Context: an optimization exercise on an open-source flow, tuned for small area and a short achievable clock period. The choices shown serve that exercise and are no tape-out recipe. Power and IR drop assume default switching activity.

==> garnet: inputs <==
Design BMD_64_RWDMA_FSM, start of the top module:
module BMD_64_RWDMA_FSM (
    clk,
    rst_n,
    init_rst_i,
    wdma_rst_o,
    mwr_len_i,
    mwr_count_i,
    wdma_start_o,
    wdma_addr_o,
    wdma_done_i,
    wdma_irq_o,
    next_wdma_addr_i,
    next_wdma_up_addr_i,
    next_wdma_valid_i,
    wdma_start_i,
    wdma_stop_i,
    wdma_running_o,
    wdma_frame_len_i,
    timeframe_end_i,
    wdma_buf_ptr_o,
    wdma_status_o,
    cc_timeout_o
);
input           clk;
input           rst_n;
input           init_rst_i;
output          wdma_rst_o;
input  [9:0]    mwr_len_i;
input  [15:0]   mwr_count_i;
output          wdma_start_o;
output [39:0]   wdma_addr_o;
input           wdma_done_i;
output          wdma_irq_o;
input  [31:0]   next_wdma_addr_i;
input  [7:0]    next_wdma_up_addr_i;
input           next_wdma_valid_i;
input           wdma_start_i;
input           wdma_stop_i;
output          wdma_running_o;
input  [15:0]   wdma_frame_len_i;
input           timeframe_end_i;
output [15:0]   wdma_buf_ptr_o;
output [3:0]    wdma_status_o;
output          cc_timeout_o;
reg             wdma_irq_o;
reg             wdma_start_o;
reg             wdma_running_o;
reg    [3:0]    wdma_status_o;
reg             st_idle, st_load, st_wait, st_dma, st_check, st_stop;
reg             prev_check;          
reg             timeframe_end_prev;
reg [15:0]      wdma_buf_cnt;
reg             next_wdma_valid;
reg             wdma_stop;
reg [14:0]      to_lfsr;
reg             cc_timeout_q;
reg [1:0]       a_lo;
reg [11:0]      a_hi;
reg [26:0]      p_q;
reg [25:0]      g_q;
wire            cc_timeout_o = cc_timeout_q;
wire            wdma_rst_o = timeframe_end_i & st_wait;
wire [15:0]     wdma_buf_ptr_o = wdma_buf_cnt;
wire [26:0]     mid;
    wire ag0 = g_q[0];
    wire ap0 = p_q[0];
    wire ag1 = g_q[1];
    wire ap1 = p_q[1];
    wire ag2 = g_q[2];
    wire ap2 = p_q[2];
    wire ag3 = g_q[3];
    wire ap3 = p_q[3];
    wire ag4 = g_q[4];
    wire ap4 = p_q[4];
    wire ag5 = g_q[5];
    wire ap5 = p_q[5];
    wire ag6 = g_q[6];
  ...
==> flow/config.mk <==
export PLATFORM = sky130hd
export DESIGN_NAME = BMD_64_RWDMA_FSM
export DESIGN_NICKNAME = BMD_64_RWDMA_FSM
export VERILOG_FILES = /design/flow/design.v
export SDC_FILE = /design/flow/constraint.sdc
export NUM_CORES = 4
export LEC_CHECK = 0
export CAP_MARGIN = 20
export CORE_MARGIN = 2
export CORE_UTILIZATION = 70
export CTS_BUF_LIST = sky130_fd_sc_hd__clkbuf_4 sky130_fd_sc_hd__clkbuf_8
export PLACE_DENSITY = 0.8
export SETUP_SLACK_MARGIN = 4.4
export SLEW_MARGIN = 20
export SYNTH_HIERARCHICAL = 1
export SYNTH_MINIMUM_KEEP_SIZE = 0
==> flow/constraint.sdc <==
create_clock -name core_clock -period 8.5 [get_ports {clk}]
set_input_delay 1.7000 -clock core_clock [delete_from_list [all_inputs] [get_ports {clk}]]
set_output_delay 1.7000 -clock core_clock [all_outputs]
set_load 0.01 [all_outputs]
standard.sh (not shown) runs the stock make flow with config.mk's settings and CLKGATE_MAP_FILE= SYNTH_SCRIPT=/design/flow/synth_recipe.tcl, a recipe that flattens the netlist after the stock synthesis.
==> flow/flow/run.sh <==
#!/bin/bash
# Standard layout, but with sky130_fd_sc_hd__buf_1 as the port buffer cell
# (instead of the default clkdlybuf4s50_1, which is larger and slower).
set -euo pipefail
export BUFFER_PORTS_ARGS="-buffer_cell sky130_fd_sc_hd__buf_1"
bash standard.sh finish > flow_make.log 2>&1
==> raven: changes against garnet <==
--- a/flow/design.v
+++ b/flow/design.v
@@ -484,44 +484,44 @@
     rw_or2 u_hc0 (.a(xn[8]), .b(pp0_8), .y(hc0));
     wire fs0, fc0;
     rw_fa u_fs0 (.a(xn[9]), .b(pp0_9), .c(pp1_8), .s(fs0), .co(fc0));
     wire hs1, hc1;
     rw_xn2 u_hs1 (.a(pp2_7), .b(pp3_6), .y(hs1));
     rw_or2 u_hc1 (.a(pp2_7), .b(pp3_6), .y(hc1));
     wire fs1, fc1;
-    rw_fa u_fs1 (.a(xn[10]), .b(pp0_10), .c(pp1_9), .s(fs1), .co(fc1));
+    rw_gfa u_fs1 (.a(xn[10]), .b(pp0_10), .c(pp1_9), .s(fs1), .co(fc1));
     wire fs2, fc2;
-    rw_fa u_fs2 (.a(pp2_8), .b(pp3_7), .c(pp4_6), .s(fs2), .co(fc2));
+    rw_gfa u_fs2 (.a(pp2_8), .b(pp3_7), .c(pp4_6), .s(fs2), .co(fc2));
     wire fs3, fc3;
-    rw_fa u_fs3 (.a(xn[11]), .b(pp0_11), .c(pp1_10), .s(fs3), .co(fc3));
+    rw_gfa u_fs3 (.a(xn[11]), .b(pp0_11), .c(pp1_10), .s(fs3), .co(fc3));
     wire fs4, fc4;
-    rw_fa u_fs4 (.a(pp2_9), .b(pp3_8), .c(pp4_7), .s(fs4), .co(fc4));
+    rw_gfa u_fs4 (.a(pp2_9), .b(pp3_8), .c(pp4_7), .s(fs4), .co(fc4));
     wire fs5, fc5;
-    rw_fa u_fs5 (.a(xn[12]), .b(pp0_12), .c(pp1_11), .s(fs5), .co(fc5));
+    rw_gfa u_fs5 (.a(xn[12]), .b(pp0_12), .c(pp1_11), .s(fs5), .co(fc5));
     wire fs6, fc6;
-    rw_fa u_fs6 (.a(pp2_10), .b(pp3_9), .c(pp4_8), .s(fs6), .co(fc6));
+    rw_gfa u_fs6 (.a(pp2_10), .b(pp3_9), .c(pp4_8), .s(fs6), .co(fc6));
     wire fs7, fc7;
-    rw_fa u_fs7 (.a(xn[13]), .b(pp0_13), .c(pp1_12), .s(fs7), .co(fc7));
+    rw_gfa u_fs7 (.a(xn[13]), .b(pp0_13), .c(pp1_12), .s(fs7), .co(fc7));
     wire fs8, fc8;
-    rw_fa u_fs8 (.a(pp2_11), .b(pp3_10), .c(pp4_9), .s(fs8), .co(fc8));
+    rw_gfa u_fs8 (.a(pp2_11), .b(pp3_10), .c(pp4_9), .s(fs8), .co(fc8));
     wire fs9, fc9;
-    rw_fa u_fs9 (.a(xn[14]), .b(pp0_14), .c(pp1_13), .s(fs9), .co(fc9));
+    rw_gfa u_fs9 (.a(xn[14]), .b(pp0_14), .c(pp1_13), .s(fs9), .co(fc9));
     wire fs10, fc10;
-    rw_fa u_fs10 (.a(pp2_12), .b(pp3_11), .c(pp4_10), .s(fs10), .co(fc10));
+    rw_gfa u_fs10 (.a(pp2_12), .b(pp3_11), .c(pp4_10), .s(fs10), .co(fc10));
     wire fs11, fc11;
-    rw_fa u_fs11 (.a(xn[15]), .b(pp0_15), .c(pp1_14), .s(fs11), .co(fc11));
+    rw_gfa u_fs11 (.a(xn[15]), .b(pp0_15), .c(pp1_14), .s(fs11), .co(fc11));
     wire fs12, fc12;
-    rw_fa u_fs12 (.a(pp2_13), .b(pp3_12), .c(pp4_11), .s(fs12), .co(fc12));
+    rw_gfa u_fs12 (.a(pp2_13), .b(pp3_12), .c(pp4_11), .s(fs12), .co(fc12));
     wire fs13, fc13;
-    rw_fa u_fs13 (.a(xn[16]), .b(pp1_15), .c(pp2_14), .s(fs13), .co(fc13));
+    rw_gfa u_fs13 (.a(xn[16]), .b(pp1_15), .c(pp2_14), .s(fs13), .co(fc13));
     wire hs2, hc2;
     rw_xn2 u_hs2 (.a(pp3_13), .b(pp4_12), .y(hs2));
     rw_or2 u_hc2 (.a(pp3_13), .b(pp4_12), .y(hc2));
     wire fs14, fc14;
-    rw_fa u_fs14 (.a(xn[17]), .b(pp2_15), .c(pp3_14), .s(fs14), .co(fc14));
+    rw_gfa u_fs14 (.a(xn[17]), .b(pp2_15), .c(pp3_14), .s(fs14), .co(fc14));
     wire hs3, hc3;
     rw_xn2 u_hs3 (.a(xn[5]), .b(pp0_5), .y(hs3));
     rw_or2 u_hc3 (.a(xn[5]), .b(pp0_5), .y(hc3));
     wire fs15, fc15;
     rw_fa u_fs15 (.a(xn[6]), .b(pp0_6), .c(pp1_5), .s(fs15), .co(fc15));
     wire hs4, hc4;
     rw_xn2 u_hs4 (.a(pp2_4), .b(pp3_3), .y(hs4));
@@ -594,15 +594,15 @@
     wire fs47, fc47;
     rw_gfa u_fs47 (.a(hc2), .b(fs14), .c(fc13), .s(fs47), .co(fc47));
     wire fs48, fc48;
     rw_fa u_fs48 (.a(xn[18]), .b(pp3_15), .c(pp4_14), .s(fs48), .co(fc48));
     wire fs49, fc49;
     rw_fa u_fs49 (.a(pp5_13), .b(pp6_12), .c(pp7_11), .s(fs49), .co(fc49));
     wire fs50, fc50;
-    rw_fa u_fs50 (.a(pp8_10), .b(pp9_9), .c(fc14), .s(fs50), .co(fc50));
+    rw_gfa u_fs50 (.a(pp8_10), .b(pp9_9), .c(fc14), .s(fs50), .co(fc50));
     wire fs51, fc51;
     rw_fa u_fs51 (.a(xn[19]), .b(pp4_15), .c(pp5_14), .s(fs51), .co(fc51));
     wire fs52, fc52;
     rw_fa u_fs52 (.a(pp6_13), .b(pp7_12), .c(pp8_11), .s(fs52), .co(fc52));
     wire fs53, fc53;
     rw_fa u_fs53 (.a(xn[20]), .b(pp5_15), .c(pp6_14), .s(fs53), .co(fc53));
     wire hs6, hc6;
@@ -624,59 +624,59 @@
     wire fs59, fc59;
     rw_fa u_fs59 (.a(pp7_0), .b(hc4), .c(hs5), .s(fs59), .co(fc59));
     wire fs60, fc60;
     rw_fa u_fs60 (.a(fs16), .b(fs17), .c(fc15), .s(fs60), .co(fc60));
     wire fs61, fc61;
     rw_fa u_fs61 (.a(hc5), .b(fs18), .c(fs19), .s(fs61), .co(fc61));
     wire fs62, fc62;
-    rw_fa u_fs62 (.a(fc16), .b(fc17), .c(fs20), .s(fs62), .co(fc62));
+    rw_gfa u_fs62 (.a(fc16), .b(fc17), .c(fs20), .s(fs62), .co(fc62));
     wire fs63, fc63;
-    rw_fa u_fs63 (.a(fs21), .b(fs22), .c(fc18), .s(fs63), .co(fc63));
+    rw_gfa u_fs63 (.a(fs21), .b(fs22), .c(fc18), .s(fs63), .co(fc63));
     wire fs64, fc64;
-    rw_fa u_fs64 (.a(fc19), .b(fs23), .c(fc20), .s(fs64), .co(fc64));
+    rw_gfa u_fs64 (.a(fc19), .b(fs23), .c(fc20), .s(fs64), .co(fc64));
     wire fs65, fc65;
-    rw_fa u_fs65 (.a(fs24), .b(fc21), .c(fc22), .s(fs65), .co(fc65));
+    rw_gfa u_fs65 (.a(fs24), .b(fc21), .c(fc22), .s(fs65), .co(fc65));
     wire fs66, fc66;
     rw_fa u_fs66 (.a(fs25), .b(fs26), .c(fc23), .s(fs66), .co(fc66));
     wire fs67, fc67;
-    rw_fa u_fs67 (.a(fs27), .b(fc24), .c(fs28), .s(fs67), .co(fc67));
+    rw_gfa u_fs67 (.a(fs27), .b(fc24), .c(fs28), .s(fs67), .co(fc67));
     wire fs68, fc68;
     rw_gfa u_fs68 (.a(fc25), .b(fs29), .c(fc26), .s(fs68), .co(fc68));
     wire fs69, fc69;
-    rw_fa u_fs69 (.a(fs30), .b(fc27), .c(fs31), .s(fs69), .co(fc69));
+    rw_gfa u_fs69 (.a(fs30), .b(fc27), .c(fs31), .s(fs69), .co(fc69));
     wire fs70, fc70;
     rw_gfa u_fs70 (.a(fc28), .b(fs32), .c(fc29), .s(fs70), .co(fc70));
     wire fs71, fc71;
-    rw_fa u_fs71 (.a(fs33), .b(fc30), .c(fs34), .s(fs71), .co(fc71));
+    rw_gfa u_fs71 (.a(fs33), .b(fc30), .c(fs34), .s(fs71), .co(fc71));
     wire fs72, fc72;
     rw_gfa u_fs72 (.a(fc31), .b(fs35), .c(fc32), .s(fs72), .co(fc72));
     wire fs73, fc73;
-    rw_fa u_fs73 (.a(fs36), .b(fc33), .c(fs37), .s(fs73), .co(fc73));
+    rw_gfa u_fs73 (.a(fs36), .b(fc33), .c(fs37), .s(fs73), .co(fc73));
     wire fs74, fc74;
     rw_gfa u_fs74 (.a(fc34), .b(fs38), .c(fc35), .s(fs74), .co(fc74));
     wire fs75, fc75;
-    rw_fa u_fs75 (.a(fs39), .b(fc36), .c(fs40), .s(fs75), .co(fc75));
+    rw_gfa u_fs75 (.a(fs39), .b(fc36), .c(fs40), .s(fs75), .co(fc75));
     wire fs76, fc76;
     rw_gfa u_fs76 (.a(fc37), .b(fs41), .c(fc38), .s(fs76), .co(fc76));
     wire fs77, fc77;
-    rw_fa u_fs77 (.a(fs42), .b(fc39), .c(fs43), .s(fs77), .co(fc77));
+    rw_gfa u_fs77 (.a(fs42), .b(fc39), .c(fs43), .s(fs77), .co(fc77));
     wire fs78, fc78;
     rw_gfa u_fs78 (.a(fc40), .b(fs44), .c(fc41), .s(fs78), .co(fc78));
     wire fs79, fc79;
-    rw_fa u_fs79 (.a(fs45), .b(fs46), .c(fc42), .s(fs79), .co(fc79));
+    rw_gfa u_fs79 (.a(fs45), .b(fs46), .c(fc42), .s(fs79), .co(fc79));
     wire fs80, fc80;
     rw_gfa u_fs80 (.a(fc43), .b(fs47), .c(fc44), .s(fs80), .co(fc80));
     wire fs81, fc81;
     rw_fa u_fs81 (.a(fs48), .b(fs49), .c(fc45), .s(fs81), .co(fc81));
     wire fs82, fc82;
     rw_gfa u_fs82 (.a(fc46), .b(fs50), .c(fc47), .s(fs82), .co(fc82));
     wire fs83, fc83;
     rw_fa u_fs83 (.a(pp9_10), .b(fs51), .c(fs52), .s(fs83), .co(fc83));
     wire fs84, fc84;
-    rw_fa u_fs84 (.a(fc48), .b(fc49), .c(fc50), .s(fs84), .co(fc84));
+    rw_gfa u_fs84 (.a(fc48), .b(fc49), .c(fc50), .s(fs84), .co(fc84));
     wire fs85, fc85;
     rw_fa u_fs85 (.a(pp7_13), .b(pp8_12), .c(pp9_11), .s(fs85), .co(fc85));
     wire fs86, fc86;
     rw_fa u_fs86 (.a(fs53), .b(fc51), .c(fc52), .s(fs86), .co(fc86));
     wire fs87, fc87;
     rw_fa u_fs87 (.a(xn[21]), .b(pp6_15), .c(pp7_14), .s(fs87), .co(fc87));
     wire fs88, fc88;
@@ -689,23 +689,23 @@
     wire fs90, fc90;
     rw_fa u_fs90 (.a(pp1_2), .b(pp2_1), .c(pp3_0), .s(fs90), .co(fc90));
     wire fs91, fc91;
     rw_fa u_fs91 (.a(pp4_0), .b(hc6), .c(hs7), .s(fs91), .co(fc91));
     wire fs92, fc92;
     rw_fa u_fs92 (.a(hc7), .b(fs55), .c(fc54), .s(fs92), .co(fc92));
     wire fs93, fc93;
-    rw_fa u_fs93 (.a(fs57), .b(fc55), .c(fs58), .s(fs93), .co(fc93));
+    rw_gfa u_fs93 (.a(fs57), .b(fc55), .c(fs58), .s(fs93), .co(fc93));
     wire fs94, fc94;
-    rw_fa u_fs94 (.a(fc57), .b(fs59), .c(fs60), .s(fs94), .co(fc94));
+    rw_gfa u_fs94 (.a(fc57), .b(fs59), .c(fs60), .s(fs94), .co(fc94));
     wire fs95, fc95;
     rw_gfa u_fs95 (.a(fc59), .b(fs61), .c(fs62), .s(fs95), .co(fc95));
     wire fs96, fc96;
-    rw_fa u_fs96 (.a(fs63), .b(fc61), .c(fc62), .s(fs96), .co(fc96));
+    rw_gfa u_fs96 (.a(fs63), .b(fc61), .c(fc62), .s(fs96), .co(fc96));
     wire fs97, fc97;
-    rw_fa u_fs97 (.a(fs65), .b(fc63), .c(fc64), .s(fs97), .co(fc97));
+    rw_gfa u_fs97 (.a(fs65), .b(fc63), .c(fc64), .s(fs97), .co(fc97));
     wire fs98, fc98;
     rw_gfa u_fs98 (.a(fs67), .b(fc65), .c(fs68), .s(fs98), .co(fc98));
     wire fs99, fc99;
     rw_gfa u_fs99 (.a(fs69), .b(fc67), .c(fs70), .s(fs99), .co(fc99));
     wire fs100, fc100;
     rw_gfa u_fs100 (.a(fs71), .b(fc69), .c(fs72), .s(fs100), .co(fc100));
     wire fs101, fc101;
@@ -717,15 +717,15 @@
     wire fs104, fc104;
     rw_gfa u_fs104 (.a(fs79), .b(fc77), .c(fs80), .s(fs104), .co(fc104));
     wire fs105, fc105;
     rw_gfa u_fs105 (.a(fs81), .b(fc79), .c(fs82), .s(fs105), .co(fc105));
     wire fs106, fc106;
     rw_gfa u_fs106 (.a(fs83), .b(fc81), .c(fs84), .s(fs106), .co(fc106));
     wire fs107, fc107;
-    rw_fa u_fs107 (.a(fs85), .b(fc83), .c(fs86), .s(fs107), .co(fc107));
+    rw_gfa u_fs107 (.a(fs85), .b(fc83), .c(fs86), .s(fs107), .co(fc107));
     wire fs108, fc108;
     rw_fa u_fs108 (.a(fs87), .b(fc85), .c(fs88), .s(fs108), .co(fc108));
     wire fs109, fc109;
     rw_fa u_fs109 (.a(pp9_13), .b(fs89), .c(fc87), .s(fs109), .co(fc109));
     wire fs110, fc110;
     rw_fa u_fs110 (.a(xn[23]), .b(pp8_15), .c(pp9_14), .s(fs110), .co(fc110));
     wire hs9, hc9;
@@ -740,15 +740,15 @@
     wire fs114, fc114;
     rw_fa u_fs114 (.a(fs56), .b(fc91), .c(fs92), .s(fs114), .co(fc114));
     wire fs115, fc115;
     rw_fa u_fs115 (.a(fc56), .b(fc92), .c(fs93), .s(fs115), .co(fc115));
     wire fs116, fc116;
     rw_gfa u_fs116 (.a(fc58), .b(fs94), .c(fc93), .s(fs116), .co(fc116));
     wire fs117, fc117;
-    rw_fa u_fs117 (.a(fc60), .b(fs95), .c(fc94), .s(fs117), .co(fc117));
+    rw_gfa u_fs117 (.a(fc60), .b(fs95), .c(fc94), .s(fs117), .co(fc117));
     wire fs118, fc118;
     rw_gfa u_fs118 (.a(fs64), .b(fs96), .c(fc95), .s(fs118), .co(fc118));
     wire fs119, fc119;
     rw_gfa u_fs119 (.a(fs66), .b(fs97), .c(fc96), .s(fs119), .co(fc119));
     wire fs120, fc120;
     rw_gfa u_fs120 (.a(fc66), .b(fs98), .c(fc97), .s(fs120), .co(fc120));
     wire fs121, fc121;
@@ -766,15 +766,15 @@
     wire fs127, fc127;
     rw_gfa u_fs127 (.a(fc80), .b(fs105), .c(fc104), .s(fs127), .co(fc127));
     wire fs128, fc128;
     rw_gfa u_fs128 (.a(fc82), .b(fs106), .c(fc105), .s(fs128), .co(fc128));
     wire fs129, fc129;
     rw_gfa u_fs129 (.a(fs107), .b(fc84), .c(fc106), .s(fs129), .co(fc129));
     wire fs130, fc130;
-    rw_fa u_fs130 (.a(fc86), .b(fs108), .c(fc107), .s(fs130), .co(fc130));
+    rw_gfa u_fs130 (.a(fc86), .b(fs108), .c(fc107), .s(fs130), .co(fc130));
     wire fs131, fc131;
     rw_fa u_fs131 (.a(fs109), .b(fc88), .c(fc108), .s(fs131), .co(fc131));
     wire fs132, fc132;
     rw_fa u_fs132 (.a(fs110), .b(fc89), .c(fc109), .s(fs132), .co(fc132));
     wire fs133, fc133;
     rw_fa u_fs133 (.a(xn[24]), .b(pp9_15), .c(fc110), .s(fs133), .co(fc133));
     wire pt_n0;
==> comparison table <==
Net switching fraction of the power: garnet 36.9%; raven 37.4%
Synthesized area: garnet 10,000 um2; raven 10,300 um2
Area share of the leading cell type in the synthesized netlist: garnet 23.2%; raven 22.5%
Area share of xor/xnor cells in the synthesized design: garnet 17.4%; raven 22.6%
Part of the Yosys area used for sequential elements: garnet 23.2%; raven 22.5%
Leak Pwr: garnet 4.92 nW; raven 4.90 nW
Growth of design area from synthesis to finish: garnet 19.6%; raven 16.5%
Length of routed met2 wiring: garnet 13,900 um; raven 12,900 um
Worst hold path startpoint: garnet to_lfsr[12]; raven st_check
Internal cell power: garnet 1.34 mW; raven 1.29 mW
Cells after synthesis: garnet 1,115; raven 1,183
Core ar.: garnet 13,900 um2; raven 14,500 um2
Total number of placement rows: garnet 43; raven 44
Run status: garnet complete, no violations; raven complete, no violations
Overall power of the completed layout: garnet 2.13 mW; raven 2.07 mW
Worst slew margin relative to its limit: garnet 28.6%; raven 36.1%
Fraction of area in non-clock buffers: garnet 11.2%; raven 9.12%
Total global-route track usage: garnet 32.3%; raven 32.1%
Placed standard-cell area: garnet 10,700 um2; raven 11,000 um2
Critical path launch point type: garnet input pin; raven register
Function was not checked in any run of this note: the RTL went through the layout flow alone.

-- afterwards: timing with drivers on the ports --
The flow's constraints put no driver on any port. The routed layouts listed below were extracted and timed again, unchanged, in two steps.
Step 1: set_driving_cell puts a clkbuf_16 on clk and a buf_2 on each other input, an assumption about the parent block.
Step 2 also shifts input and output timing later by t, the mid clock arrival at the registers, as if the neighbouring blocks saw the same clock.
Slacks: ideal / step 1 / step 2; pairs: ideal / step 1.
| run | t (ns) | setup WS [ns] | worst setup path after step 2 | worst slew at a driven data input, ns |
|---|---|---|---|---|
| garnet | 0.477 | 4.176 / 4.143 / 3.666 | input to register | 0.11 |
| raven | 0.475 | 4.363 / 4.328 / 3.982 | input to register | 0.07 |
After both steps setup and hold are still met in every run listed. For garnet, which loses most, drivers alone change the setup slack by -0.033 ns; drivers and shift together by -0.510 ns.
